Background: an optimization exercise with open tools, aiming at small area and a short achievable clock period. Do not read the settings as production practice.
RTL that was checked went through simulation tests only; none was proved equivalent to the original.
No functional check of the RTL was part of run 2.

## flow/design.v (module list and top-level ports; edited modules follow where they fit)
// module krv_core: 66 lines
// module mul33_array: 2060 lines
// module mul_fa: 4 lines
// module mul_ha: 4 lines
// module core: 199 lines
// module npc_sel: 47 lines
// module npc_tgt: 32 lines
// module core_body: 2245 lines
module krv_core (
	input  wire        clk,
	input  wire        rstn,
	input  wire        kplic_int,
	input  wire        core_timer_int,
	output wire        wfi,
	output wire        instr_itcm_access,
	output wire [31:0] instr_itcm_addr,
	input  wire [31:0] instr_itcm_read_data,
	input  wire        instr_itcm_read_data_valid,
	output wire        data_dtcm_access,
	input  wire        data_dtcm_ready,
	output wire        data_dtcm_rd0_wr1,
	output wire [3:0]  data_dtcm_byte_strobe,
	output wire [31:0] data_dtcm_write_data,
	output wire [31:0] data_dtcm_addr,
	input  wire [31:0] data_dtcm_read_data,
	input  wire        data_dtcm_read_data_valid,
	output wire        IAHB_access,
	output wire [31:0] IAHB_addr,
	input  wire [31:0] IAHB_read_data,
	input  wire        IAHB_read_data_valid,
	output wire        DAHB_access,
	output wire        DAHB_rd0_wr1,
	output wire [2:0]  DAHB_size,
	output wire [31:0] DAHB_write_data,
	output wire [31:0] DAHB_addr,
	input  wire        DAHB_trans_buffer_full,
	input  wire [31:0] DAHB_read_data,
	input  wire        DAHB_read_data_valid
);
  // ...
==> flow/flow/run.sh <==
#!/bin/bash
# Layout flow: the standard ORFS flow, with the timing repair steps asked
# to keep a larger setup margin (so they keep improving paths that already
# meet the clock) and plain buffers on the ports.  Every tool's output goes
# to standard.log in this folder.
set -euo pipefail
bash standard.sh SETUP_SLACK_MARGIN=14.3 "BUFFER_PORTS_ARGS=-buffer_cell sky130_fd_sc_hd__buf_2" finish > standard.log 2>&1
==> flow/standard.sh <==
#!/bin/bash
# synth_recipe.tcl (not shown) runs the flow's synth.tcl, then flattens the netlist and writes it again
# the make line also repeats each setting of config.mk as NAME=value (left out here)
make -C /OpenROAD-flow-scripts/flow DESIGN_CONFIG=/design/flow/config.mk WORK_HOME=/design/flow/orfs CLKGATE_MAP_FILE= SYNTH_SCRIPT=/design/flow/synth_recipe.tcl "${@:-finish}"
==> flow/config.mk <==
export PLATFORM = sky130hd
export DESIGN_NAME = krv_core
export DESIGN_NICKNAME = krv_core
export VERILOG_FILES = /design/flow/design.v
export SDC_FILE = /design/flow/constraint.sdc
export NUM_CORES = 8
export LEC_CHECK = 0
export CAP_MARGIN = 35
export CORE_MARGIN = 2
export CORE_UTILIZATION = 32
export CTS_CLUSTER_DIAMETER = 90
export CTS_CLUSTER_SIZE = 20
export PLACE_DENSITY = 0.55
export SLEW_MARGIN = 35
export SYNTH_HIERARCHICAL = 1
==> flow/constraint.sdc <==
create_clock -name core_clock -period 25.0 [get_ports {clk}]
set_input_delay 5.0000 -clock core_clock [delete_from_list [all_inputs] [get_ports {clk}]]
set_output_delay 5.0000 -clock core_clock [all_outputs]
set_load 0.01 [all_outputs]
==> flow_metrics.env, run 1 <==
export IMPL_viasPerCell=6.67
export IMPL_grt_overflow=0
export IMPL_rsz0062_at_grt="yes"
export IMPL_routed_wl_um=705000
export IMPL_start_util=0.321
export IMPL_critical_path_top_delay_family="simple AND/OR/NAND/NOR gates"
export IMPL_critPathBufInv=7
export IMPL_nonClkBufAreaFrac=0.0435
export IMPL_fmax_mhz=86.8
export IMPL_maxSlewHeadroom=0.200
export IMPL_die_y_um=639
export IMPL_nNonClkBuffers=831
export IMPL_fin_skew_ns=0.149
export IMPL_ctsResizeCount=87
export IMPL_tns_ns=0
export IMPL_hp_class="flop to flop"
export IMPL_grt_util_met3=0.111
export IMPL_ant_nets=0
export IMPL_syn_area_per_cell_um2=10.2
export IMPL_status="finished clean"
export IMPL_antenna_found_initial=68
export IMPL_critPathArrivalTime_ns=6.52
export IMPL_io_buffers=306
export IMPL_grt_pass1_vias=113000
export IMPL_inverters=334
export IMPL_setup_worst_path_end="instr_itcm_addr[0]"
==> run 2, diff against run 1 <==
--- a/flow/design.v
+++ b/flow/design.v
@@ -2128,16 +2128,41 @@
 module mul_fa (input wire a, input wire b, input wire ci, output wire s, output wire co);
 assign s = a ^ b ^ ci;
 assign co = (a & b) | (a & ci) | (b & ci);
 endmodule
 module mul_ha (input wire a, input wire b, output wire s, output wire co);
 assign s = a ^ b;
 assign co = a & b;
 endmodule
+module br_cmp (
+input wire [31:0] s1,
+input wire [31:0] s2,
+input wire alu_sub_ex,
+input wire alu_com_ex,
+input wire alu_ucom_ex,
+input wire beq_ex,
+input wire bne_ex,
+input wire blt_ex,
+input wire bge_ex,
+input wire bltu_ex,
+input wire bgeu_ex,
+output wire com_result,
+output wire ucom_result,
+output wire branch_taken_ex
+);
+wire ult = s1 < s2;
+wire slt = (s1[31] ^ s2[31]) ? s1[31] : ult;
+assign com_result  = alu_com_ex & slt;
+assign ucom_result = alu_ucom_ex & ult;
+wire adder_res_neq0 = alu_sub_ex & (|(s1 ^ s2));
+assign branch_taken_ex = (beq_ex & ~adder_res_neq0) | (bne_ex & adder_res_neq0) |
+			 (blt_ex & com_result) | (bge_ex & ~com_result) |
+			 (bltu_ex & ucom_result) | (bgeu_ex & ~ucom_result);
+endmodule
 module core (
 	input  wire cpu_clk,						 
 	input  wire cpu_rstn,						 
 	input  wire [32 - 1 : 0] boot_addr,			 
 	input  wire pg_resetn,						 
 	output wire wfi,						 
 	input  wire kplic_int,						 
 	input wire core_timer_int,					 
@@ -3549,20 +3574,34 @@
 reg [32 - 1 : 0] u_alu__store_data_mem;
 assign store_data_mem = u_alu__store_data_mem;
 wire [31:0] u_alu__s1 = u_alu__src_data1_ex;
 wire [31:0] u_alu__s2 = u_alu__src_data2_ex;
 wire [31:0] u_alu__add_b = (u_alu__store_ex | u_alu__jalr_ex) ? u_alu__imm_ex : u_alu__s2;
 wire [32:0] u_alu__sum33 = {1'b0, u_alu__s1} + {1'b0, u_alu__add_b ^ {32{u_alu__alu_sub_ex}}} + {32'h0, u_alu__alu_sub_ex};
 wire [31:0] u_alu__adder_result = (u_alu__alu_add_ex | u_alu__alu_sub_ex) ? u_alu__sum33[31:0] : 32'h0;
 assign u_alu__jalr_target = u_alu__sum33[31:0];
-wire u_alu__ult = u_alu__s1 < u_alu__s2;
-wire u_alu__slt = (u_alu__s1[31] ^ u_alu__s2[31]) ? u_alu__s1[31] : u_alu__ult;
-wire u_alu__com_result  = u_alu__alu_com_ex & u_alu__slt;
-wire u_alu__ucom_result = u_alu__alu_ucom_ex & u_alu__ult;
+wire u_alu__com_result;
+wire u_alu__ucom_result;
+br_cmp u_br_cmp (
+.s1			(u_alu__s1),
+.s2			(u_alu__s2),
+.alu_sub_ex		(u_alu__alu_sub_ex),
+.alu_com_ex		(u_alu__alu_com_ex),
+.alu_ucom_ex		(u_alu__alu_ucom_ex),
+.beq_ex			(u_alu__beq_ex),
+.bne_ex			(u_alu__bne_ex),
+.blt_ex			(u_alu__blt_ex),
+.bge_ex			(u_alu__bge_ex),
+.bltu_ex		(u_alu__bltu_ex),
+.bgeu_ex		(u_alu__bgeu_ex),
+.com_result		(u_alu__com_result),
+.ucom_result		(u_alu__ucom_result),
+.branch_taken_ex	(u_alu__branch_taken_ex)
+);
 wire [31:0] u_alu__logic_result = ({32{u_alu__alu_and_ex}} & (u_alu__s1 & u_alu__s2)) |
 			   ({32{u_alu__alu_or_ex}}  & (u_alu__s1 | u_alu__s2)) |
 			   ({32{u_alu__alu_xor_ex}} & (u_alu__s1 ^ u_alu__s2));
 wire [4:0] u_alu__shamt = u_alu__s2[4:0];
 wire [31:0] u_alu__s1_rev;
 genvar u_alu__gi;
 generate
 	for (u_alu__gi = 0; u_alu__gi < 32; u_alu__gi = u_alu__gi + 1)
@@ -3667,42 +3706,49 @@
 		else
 		begin
 			u_alu__u_div_u__div_cycle_cnt <= 6'h0;
 		end
 	end
 end
 wire [32 : 0] u_alu__u_div_u__step_diff = {1'b0, u_alu__u_div_u__hold_r[u_alu__u_div_u__D_DATA_WIDTH - 1 : 32]} + {1'b1, u_alu__u_div_u__src2 ^ {32{~u_alu__u_div_u__neg2}}} + {32'h0, ~u_alu__u_div_u__neg2};
 wire u_alu__u_div_u__step_ge = ~u_alu__u_div_u__step_diff[32];
-always @ (posedge u_alu__u_div_u__cpu_clk)
+always @ (posedge u_alu__u_div_u__cpu_clk or negedge u_alu__u_div_u__cpu_rstn)
 begin
-	if(u_alu__u_div_u__start_rising && (!u_alu__u_div_u__single_cycle_div))
+	if(!u_alu__u_div_u__cpu_rstn)
 	begin
-		u_alu__u_div_u__hold_r[32 : 1] <= u_alu__u_div_u__div_src_data1[32 - 1 : 0];
+		u_alu__u_div_u__hold_r <= {u_alu__u_div_u__D_DATA_WIDTH{1'b0}};
 	end
-	else if(u_alu__u_div_u__start)
+	else
 	begin
-		if(!u_alu__u_div_u__cnt_is_32)
+		if(u_alu__u_div_u__start_rising && (!u_alu__u_div_u__single_cycle_div))
 		begin
-			if(u_alu__u_div_u__step_ge)
-			begin
-				u_alu__u_div_u__hold_r[0] <= 1'b1;
-				u_alu__u_div_u__hold_r[u_alu__u_div_u__D_DATA_WIDTH - 1 : 32 + 1] <= u_alu__u_div_u__step_diff[32 - 2 : 0];
-				u_alu__u_div_u__hold_r[32 : 1] <= u_alu__u_div_u__hold_r[32 - 1 : 0];
-			end
-			else
+			u_alu__u_div_u__hold_r[32 : 1] <= u_alu__u_div_u__div_src_data1[32 - 1 : 0];
+		end
+		else if(u_alu__u_div_u__start)
+		begin
+			if(!u_alu__u_div_u__cnt_is_32)
 			begin
-				u_alu__u_div_u__hold_r[0] <= 1'b0;
-				u_alu__u_div_u__hold_r[u_alu__u_div_u__D_DATA_WIDTH - 1 : 1] <= u_alu__u_div_u__hold_r[u_alu__u_div_u__D_DATA_WIDTH - 2 : 0];
+				if(u_alu__u_div_u__step_ge)
+				begin
+					u_alu__u_div_u__hold_r[0] <= 1'b1;
+					u_alu__u_div_u__hold_r[u_alu__u_div_u__D_DATA_WIDTH - 1 : 32 + 1] <= u_alu__u_div_u__step_diff[32 - 2 : 0];
+					u_alu__u_div_u__hold_r[32 : 1] <= u_alu__u_div_u__hold_r[32 - 1 : 0];
+				end
+				else
+				begin
+					u_alu__u_div_u__hold_r[0] <= 1'b0;
+					u_alu__u_div_u__hold_r[u_alu__u_div_u__D_DATA_WIDTH - 1 : 1] <= u_alu__u_div_u__hold_r[u_alu__u_div_u__D_DATA_WIDTH - 2 : 0];
+				end
 			end
 		end
-	end
-	else
-	begin
-		u_alu__u_div_u__hold_r <= 0;
+		else
+		begin
+			u_alu__u_div_u__hold_r <= 0;
+		end
 	end
 end
 assign u_alu__u_div_u__done = u_alu__u_div_u__single_cycle_div | u_alu__u_div_u__cnt_is_32;
 wire u_alu__u_div_u__load_cycle = u_alu__u_div_u__start_rising && !u_alu__u_div_u__single_cycle_div;
 wire u_alu__u_div_u__is_div = u_alu__u_div_u__op_div | u_alu__u_div_u__op_divu;
 wire [32 - 1 : 0] u_alu__u_div_u__single_val = u_alu__u_div_u__is_div ? (u_alu__u_div_u__data2equ0 ? {32{1'b1}} : (u_alu__u_div_u__data2equ1 ? u_alu__u_div_u__src1 : {32{1'b0}}))
 						: (u_alu__u_div_u__data2equ1 ? {32{1'b0}} : u_alu__u_div_u__src1);
 wire u_alu__u_div_u__single_neg = u_alu__u_div_u__op_div & u_alu__u_div_u__data2equ1 & u_alu__u_div_u__src2[31];
@@ -3772,21 +3818,16 @@
 				u_alu__store_mem <= u_alu__store_ex;
 				u_alu__mem_H_mem <= u_alu__mem_H_ex;
 				u_alu__mem_B_mem <= u_alu__mem_B_ex;
 				u_alu__mem_U_mem <= u_alu__mem_U_ex;
 			end
 		end
 	end
 end
-wire u_alu__src_neq = |(u_alu__s1 ^ u_alu__s2);
-wire u_alu__adder_res_neq0 = u_alu__alu_sub_ex & u_alu__src_neq;
-assign u_alu__branch_taken_ex = (u_alu__beq_ex & ~u_alu__adder_res_neq0) | (u_alu__bne_ex & u_alu__adder_res_neq0) |
-			 (u_alu__blt_ex & u_alu__com_result) | (u_alu__bge_ex & ~u_alu__com_result) |
-			 (u_alu__bltu_ex & u_alu__ucom_result) | (u_alu__bgeu_ex & ~u_alu__ucom_result);
 wire  u_dmem_ctrl__cpu_clk = cpu_clk;
 wire  u_dmem_ctrl__cpu_rstn = comb_rstn;
 wire  u_dmem_ctrl__load_mem = load_mem;
 wire  u_dmem_ctrl__store_mem = store_mem;
 wire  u_dmem_ctrl__mem_H_mem = mem_H_mem;
 wire  u_dmem_ctrl__mem_B_mem = mem_B_mem;
 wire  u_dmem_ctrl__mem_U_mem = mem_U_mem;
 wire [32 - 1 : 0] u_dmem_ctrl__store_data_mem = store_data_mem;
==> flow/flow/run.sh (replaced) <==
#!/bin/bash
# Layout flow: the standard ORFS flow, with the timing repair steps asked
# to keep a larger setup margin (so they keep improving paths that already
# meet the clock) and plain buffers on the ports.  Every tool's output goes
# to standard.log in this folder.
set -euo pipefail
bash standard.sh SETUP_SLACK_MARGIN=13.5 "BUFFER_PORTS_ARGS=-buffer_cell sky130_fd_sc_hd__buf_2" finish > standard.log 2>&1
==> flow/config.mk (replaced) <==
export PLATFORM = sky130hd
export DESIGN_NAME = krv_core
export DESIGN_NICKNAME = krv_core
export VERILOG_FILES = /design/flow/design.v
export SDC_FILE = /design/flow/constraint.sdc
export NUM_CORES = 8
export LEC_CHECK = 0
export CAP_MARGIN = 35
export CORE_MARGIN = 2
export CORE_UTILIZATION = 32
export CTS_CLUSTER_DIAMETER = 90
export CTS_CLUSTER_SIZE = 25
export PLACE_DENSITY = 0.55
export SLEW_MARGIN = 35
export SYNTH_HIERARCHICAL = 1
==> run 2 against run 1 <==
Net effect: die area up 1.1%; highest routed layer unchanged; design area up 1.1%; synthesized cell count up 1.6%; clock skew down 0.023 ns; utilization about the same; first-iteration DRC count up 0.41%; sequential share of layout area down 0.58 points; critical path depth up 1; register-to-register slack worse by 0.51 ns; largest cell class unchanged.
==> flow_metrics.env, run 2 <==
export IMPL_grt_pass1_vias=115000
export IMPL_routed_wl_um=709000
export IMPL_grt_overflow=0
export IMPL_crit_path_end_kind="output pin"
export IMPL_setup_viol=0
export IMPL_cp_num_cells=23
export IMPL_syn2layout_area_growth_pct=10.2
export IMPL_antenna_found_initial=61
export IMPL_grt_usage=0.329
export IMPL_core_mm2=0.406
export IMPL_regToRegEndpoint="u_core.u_body.u_trap_ctrl__mepc[23]"
export IMPL_hp_class="flop to flop"
export IMPL_cts_tree="done"
export IMPL_cts_root_buf="clkbuf_16"
export IMPL_drive_gt1_frac=0.128
export IMPL_clock_path_buffers=4
export IMPL_final_common_cell="nand2_1"
export IMPL_grt_pass1_wl_um=959000
export IMPL_io_buffers=306
export IMPL_die_x_um=642
export IMPL_yosys_warnings=8
export IMPL_critPathArrivalTime_ns=6.69
export IMPL_synthesis_area_mm2=0.130
export IMPL_syn_area_per_cell_um2=10.1
export IMPL_dp_hpwl_um=479000
export IMPL_grt_max_degree=102
export IMPL_core_rowCount=234
export IMPL_slowest_delay_ns=0.48
export IMPL_hold_start="u_core.u_body.u_trap_ctrl__kplic_int_sync2"
export IMPL_drc_errors=0
export IMPL_die_y_um=642
export IMPL_whs_endpoint="u_core.u_body.u_trap_ctrl__meip"
export IMPL_holdPathStages=0
export IMPL_min_period_ns=11.69
export IMPL_path_max_fanout=4
export IMPL_vias=122000
export IMPL_status="finished clean"
export IMPL_fin_skew_ns=0.126
export IMPL_gp_congestion=1.03
export IMPL_critPathBufInv=2
export IMPL_viasPerCell=6.66
export IMPL_maxSlewHeadroom=0.224
export IMPL_cts_buffers_inserted=103
export IMPL_crit_slowest_cell="dfrtp_1"
export IMPL_report_final_slew_viol_count=0
export IMPL_nNetsFinal=14200
export IMPL_ff2ff_setup_slack_ns=13.72
export IMPL_regMostFlops="u_core.u_body.u_dec__u_gprs__gpr_q"
export IMPL_rr_startpoint="u_core.u_body.u_dec__src_data1_ex[24]"
export IMPL_required_ns=20.00
export IMPL_clk_transition_reported_paths_ns=0.11
export IMPL_finalCritPeriodShare=0.468
export IMPL_post_route_util=0.354
export IMPL_largest_reg_flops=992
export IMPL_ant_nets=0
export IMPL_crit_path_start="u_core.u_body.u_mcsr__mtvec_base[7]"
export IMPL_maxCapViolCount=0
export IMPL_rr_worst_depth=29
export IMPL_drt_iter0_drc=22900
export IMPL_io_pins=344
export IMPL_fmax_mhz=85.5
export IMPL_worstPathCellList="ha_1 -> o21ai_0 -> inv_1 -> o21ai_0 -> a22oi_2 -> a41o_1 -> o41a_1 -> a211oi_2 -> o31ai_1 -> or4_1 -> a31o_2 -> a21o_1 -> a21oi_2 -> xor2_1 -> and4_1 -> a41o_1 -> nor2b_1 -> or3_1 -> nor4_2 -> a2111oi_2 -> a31oi_4 -> mux2_4 -> buf_6"
export IMPL_post_drt_wl_per_cell_um=38.8
export IMPL_path_class="flop to output pin"
export IMPL_die_area_mm2=0.412
export IMPL_cts_sinks=1693
export IMPL_final_cell_mix="nand2_1 (1844), edfxtp_1 (1196), fa_1 (966), a21oi_1 (653), nor2_1 (551)"
export IMPL_biggestRegsByFlops="u_core.u_body.u_dec__u_gprs__gpr_q x992, u_core.u_body.u_alu__u_div_u__hold_r x64"
export IMPL_h_tree_depth=3
export IMPL_hold_viol=0
export IMPL_rsz0062_at_grt="yes"
export IMPL_tns_ns=0
export IMPL_tightest_slew_ns=1.16
export IMPL_first_pass_iters=11
export IMPL_syn_inst=12800
export IMPL_startpoint_type="flop"
export IMPL_start_util=0.321
export IMPL_clk_latency_ns=0.97
export IMPL_critical_path_top_delay_family="compound AO/OA/AOI/OAI gates"
==> run 2: metrics by stage <==
stage               area (um^2)  std cells  hold WS [ns]  setup slack [ns]
floorplan                130000      12900         0.331             13.93
global placement         138000      18000         0.334             12.76
detailed placement       139000      18000         0.340             12.79
CTS                      143000      18200         0.364             13.47
global route             143000      18200         0.377             13.00
finish                   144000      18200         0.369             13.31
==> run 2: layout make-up <==
type / instances / area, um^2
Antenna cell: 40 / 100
Clock buffer: 143 / 2840
Clock inverter: 45 / 612
Fill cell: 40800 / 262000
Inverter: 366 / 1380
Multi-Input combinational cell: 9694 / 77100
Sequential cell: 1693 / 48300
Tap cell: 5428 / 6790
Timing Repair Buffer: 840 / 6440
==> run 2: worst max-delay path by stage <==
stage               slack [ns]                  end
floorplan                13.93  instr_itcm_addr[10]
global placement         12.76    instr_itcm_access
detailed placement       12.79    instr_itcm_access
CTS                      13.47    instr_itcm_access
global route             13.00    instr_itcm_access
finish                   13.31    instr_itcm_access
==> run 2: layer usage <==
metal | vias up | global-route usage | wire (um)
met5 | - | 0.00301 | 383
met4 | 38 | 0.242 | 66500
met3 | 3080 | 0.112 | 99200
met2 | 11000 | 0.475 | 291000
met1 | 60500 | 0.407 | 252000
li1 | 47000 | - | -
==> run 2: repair_timing <==
item,CTS,global route
pin swaps,9,15
endpoints found under the setup margin,15,15
gates cloned,6,3
endpoints found under the hold margin,0,0
resized for setup,125,41
hold buffers,0,0
buffers inserted,20,12

-- separate check: timing with driven ports --
No port has a modelled driver above. Below, the same layouts with a new extraction and two added sets of constraints. Step 1 assumes that a clkbuf_16 drives the clock port and a buf_2 every other input. Step 2 also shifts input and output timing later by t, the mid clock arrival at the registers, as if the neighbouring blocks saw the same clock. a / b / c = ideal / step 1 / step 2; a / b = the first two.
run | shift t [ns] | slack for setup (ns) | worst setup path after step 2 | worst register clock-pin slew, ns
run 1 | 0.956 | 13.481 / 13.286 / 13.286 | input to output | 0.10 / 0.10
run 2 | 1.016 | 13.306 / 13.192 / 13.428 | input to output | 0.12 / 0.12
After both steps every run listed still meets setup and hold. For run 1, which loses most, drivers alone change the setup slack by -0.195 ns; drivers and shift together by -0.195 ns.
